From an optimization exercise on the open Yosys and OpenROAD flow, aimed at small area; shortcuts taken in it are not production practice.
The RTL was checked by simulation tests, not by an equivalence proof against the original design.
No activity file was given, so power comes from the tool's default toggle rates.

the reference run:
==> flow/design.v (excerpt) <==
module nasdaq_moldudp_itch (
    input  wire        clk,
    input  wire        rst,
    input  wire        udp_payload_valid,
    input  wire [7:0]  udp_payload_data,
    input  wire        udp_payload_start,
    input  wire        udp_payload_end,
    output wire [79:0] session_id,
    output wire [63:0] sequence_number,
    output wire [15:0] message_count,
    output wire        session_valid,
    output wire        sequence_gap,
    output wire [31:0] gap_count,
    output wire [31:0] packet_count,
    output wire [31:0] msg_extracted,
    output wire        msg_valid,
    output wire [7:0]  msg_type,
    output wire        msg_error,
    output wire        add_order_valid,
    output wire [15:0] stock_locate,
    output wire [15:0] tracking_number,
    output wire [47:0] timestamp,
    output wire [63:0] order_ref,
    output wire        buy_sell,
    output wire [31:0] shares,
    output wire [63:0] stock_symbol,
    output wire [31:0] price,
    output wire        order_executed_valid,
    output wire [31:0] exec_shares,
    output wire [63:0] match_number,
    output wire        order_cancel_valid,
    output wire [31:0] cancel_shares,
    output wire        order_delete_valid,
    output wire        order_replace_valid,
    output wire [63:0] original_order_ref,
    output wire [63:0] new_order_ref,
    output wire [31:0] new_shares,
    output wire [31:0] new_price,
    output wire [31:0] total_messages,
    output wire [31:0] filtered_messages
);
export LEC_CHECK = 0
export CAP_MARGIN = 20
export CORE_MARGIN = 2
export CORE_UTILIZATION = 40
export CTS_BUF_LIST = sky130_fd_sc_hd__clkbuf_4
export SLEW_MARGIN = 20
create_clock -name core_clock -period 5.0 [get_ports {clk}]
standard.sh (not shown) runs the stock make flow with config.mk's settings and CLKGATE_MAP_FILE= SYNTH_SCRIPT=/design/flow/synth_recipe.tcl, a recipe that flattens the netlist after the stock synthesis.
==> flow/flow/run.sh <==
#!/bin/bash
# Standard ORFS layout (the standard.sh), with two layout-only changes:
#  - port buffers use the smallest buffer cell instead of clkdlybuf4s50_1;
#  - buffers that Yosys inserted (e.g. to split nets that feed several output
#    ports) are removed at floorplan, since every port gets its own buffer anyway.
# Synthesis is the standard synthesis, unchanged.
set -euo pipefail
export BUFFER_PORTS_ARGS="-buffer_cell sky130_fd_sc_hd__buf_1"
export REMOVE_ABC_BUFFERS=1
bash standard.sh > standard_flow.log 2>&1
#### Input delta (the trial run over the reference run)
--- a/flow/design.v
+++ b/flow/design.v
@@ -41,50 +41,34 @@
     reg        out_valid;
     reg [7:0]  out_data;
     reg        out_start;
     reg        out_end;
     reg        gap_detected;
     reg        msg_first_byte;
     wire [15:0] new_msg_count = {msg_count_reg[15:8], udp_payload_data};
     wire [15:0] new_msg_len   = {msg_rem[15:8], udp_payload_data};
-    wire        msg_last      = (msg_rem == 16'd1);
+    wire        msg_last      = (msg_rem == 16'd0);
     wire        one_left      = (msgs_remaining[15:1] == 15'd0);
-    wire        count_done    = state == PARSE_MSG_COUNT && udp_payload_valid && header_byte_cnt[0];
-    wire        gap_found     = count_done && seq_initialized && sequence_num_reg != expected_seq;
-    wire        msg_done      = state == FORWARD_MSG_DATA && udp_payload_valid && msg_last;
-    function [31:0] incr;
-        input [31:0] c;
-        input        inc;
-        integer      i;
-        begin
-            incr[0] = c[0] ^ inc;
-            for (i = 1; i < 32; i = i + 1)
-                incr[i] = c[i] ^ (inc & (&(c | ~((32'd1 << i) - 32'd1))));
-        end
-    endfunction
     always @(posedge clk) begin
         if (rst) begin
             state           <= IDLE;
             pkt_count       <= 32'd0;
             msg_count_stat  <= 32'd0;
             gap_cnt         <= 32'd0;
             seq_initialized <= 1'b0;
             out_valid       <= 1'b0;
             out_start       <= 1'b0;
             out_end         <= 1'b0;
             gap_detected    <= 1'b0;
         end else begin
             out_start    <= 1'b0;
             out_end      <= 1'b0;
             out_valid    <= 1'b0;
-            gap_detected <= gap_found;
-            pkt_count      <= incr(pkt_count, count_done);
-            gap_cnt        <= incr(gap_cnt, gap_found);
-            msg_count_stat <= incr(msg_count_stat, msg_done);
+            gap_detected <= 1'b0;
             case (state)
                 IDLE: begin
                     if (udp_payload_start && udp_payload_valid) begin
                         state <= PARSE_SESSION_ID;
                         session_id_reg[79:72] <= udp_payload_data;
                         header_byte_cnt <= 4'd1;
                     end
                 end
@@ -135,37 +119,42 @@
                 end
                 PARSE_MSG_COUNT: begin
                     if (udp_payload_valid) begin
                         if (!header_byte_cnt[0]) begin
                             msg_count_reg[15:8] <= udp_payload_data;
                             header_byte_cnt <= 4'd1;
                         end else begin
                             msg_count_reg[7:0] <= udp_payload_data;
+                            if (seq_initialized && sequence_num_reg != expected_seq) begin
+                                gap_detected <= 1'b1;
+                                gap_cnt <= gap_cnt + 32'd1;
+                            end
                             seq_initialized <= 1'b1;
                             expected_seq <= sequence_num_reg + {48'd0, new_msg_count};
                             msgs_remaining <= new_msg_count;
                             if (new_msg_count == 16'd0) begin
                                 state <= PACKET_END;
                             end else begin
                                 state <= PARSE_MSG_LEN;
                                 header_byte_cnt <= 4'd0;
                             end
+                            pkt_count <= pkt_count + 32'd1;
                         end
                     end
                     if (udp_payload_end)
                         state <= ERROR_STATE;
                 end
                 PARSE_MSG_LEN: begin
                     if (udp_payload_valid) begin
                         if (!header_byte_cnt[0]) begin
                             msg_rem[15:8] <= udp_payload_data;
                             header_byte_cnt <= 4'd1;
                         end else begin
-                            msg_rem <= new_msg_len;
+                            msg_rem <= new_msg_len - 16'd1;
                             if (new_msg_len == 16'd0) begin
                                 msgs_remaining <= msgs_remaining - 16'd1;
                                 if (one_left)
                                     state <= PACKET_END;
                                 else
                                     header_byte_cnt <= 4'd0;
                             end else begin
                                 state <= FORWARD_MSG_DATA;
@@ -183,16 +172,17 @@
                         msg_rem <= msg_rem - 16'd1;
                         if (msg_first_byte) begin
                             out_start <= 1'b1;
                             msg_first_byte <= 1'b0;
                         end
                         if (msg_last) begin
                             out_end <= 1'b1;
                             msgs_remaining <= msgs_remaining - 16'd1;
+                            msg_count_stat <= msg_count_stat + 32'd1;
                             if (one_left) begin
                                 state <= PACKET_END;
                             end else begin
                                 state <= PARSE_MSG_LEN;
                                 header_byte_cnt <= 4'd0;
                             end
                         end
                     end
@@ -299,38 +289,26 @@
     wire is_a = current_msg_type == MSG_ADD_ORDER;
     wire is_e = current_msg_type == MSG_ORDER_EXECUTED;
     wire is_x = current_msg_type == MSG_ORDER_CANCEL;
     wire is_d = current_msg_type == MSG_ORDER_DELETE;
     wire is_u = current_msg_type == MSG_ORDER_REPLACE;
     wire reported_type = is_a | is_e | is_x | is_d | is_u;
     wire last_byte = byte_counter == last_pos(current_msg_type);
     integer k;
-    function [31:0] incr;
-        input [31:0] c;
-        input        inc;
-        integer      i;
-        begin
-            incr[0] = c[0] ^ inc;
-            for (i = 1; i < 32; i = i + 1)
-                incr[i] = c[i] ^ (inc & (&(c | ~((32'd1 << i) - 32'd1))));
-        end
-    endfunction
     always @(posedge clk) begin
         if (rst) begin
             state                <= IDLE;
             msg_error            <= 1'b0;
             report               <= 1'b0;
             total_msg_counter    <= 32'd0;
             filtered_msg_counter <= 32'd0;
         end else begin
             msg_error <= 1'b0;
             report    <= 1'b0;
-            total_msg_counter    <= incr(total_msg_counter, state == COMPLETE);
-            filtered_msg_counter <= incr(filtered_msg_counter, state == COMPLETE && reported_type);
             case (state)
                 IDLE: begin
                     if (itch_msg_start && itch_msg_valid) begin
                         current_msg_type <= itch_msg_data;
                         byte_counter     <= 6'd1;
                         if (last_pos(itch_msg_data) == 6'd0)
                             state <= ERROR;
                         else
@@ -344,17 +322,21 @@
                             state <= COMPLETE;
                     end
                     if (itch_msg_end && !last_byte) begin
                         msg_error <= 1'b1;
                         state <= IDLE;
                     end
                 end
                 COMPLETE: begin
-                    report <= reported_type;
+                    total_msg_counter <= total_msg_counter + 32'd1;
+                    if (reported_type) begin
+                        report <= 1'b1;
+                        filtered_msg_counter <= filtered_msg_counter + 32'd1;
+                    end
                     state <= IDLE;
                 end
                 default: begin
                     msg_error <= 1'b1;
                     state <= IDLE;
                 end
             endcase
         end
Results
Power consumed by sequential cells ended up about 0.7% higher on the trial run than on the reference run.
Compared the reference run against the trial run; non-clock buffer count within noise.
Relative to the reference run, post-route non-filler standard cell count increased by 1.9% in the trial run.
The total wirelength of the detailed-routed design number comes out lower for the trial run vs the reference run.
Between the reference run and the trial run, worst slew margin relative to its limit decreased.
Relative to the reference run, the total leakage power measured on the trial run has decreased by a few percent.

==> what the ideal ports hide <==
How much do the figures lean on ideal ports? The routed layouts below were timed once more, with nothing changed but the port constraints. Step 1 sets driving cells, clkbuf_16 on the clock port and buf_2 on the other inputs (assumed; they add their load-dependent delay and slew). Step 2 also shifts input and output timing later by t, the mid clock arrival at the registers, as if the neighbouring blocks saw the same clock. Three values: ideal ports, drivers, drivers and shift; two values: the first two.
run	shift t [ns]	slack for setup (ns)	worst data-port slew with drivers (ns)
the reference run	1.083	1.068 / 1.010 / 0.840	0.11
the trial run	1.068	1.394 / 1.333 / 0.766	0.10
After both steps setup and hold are still met in every run listed. For the trial run, which loses most, drivers alone change the setup slack by -0.061 ns; drivers and shift together by -0.628 ns.
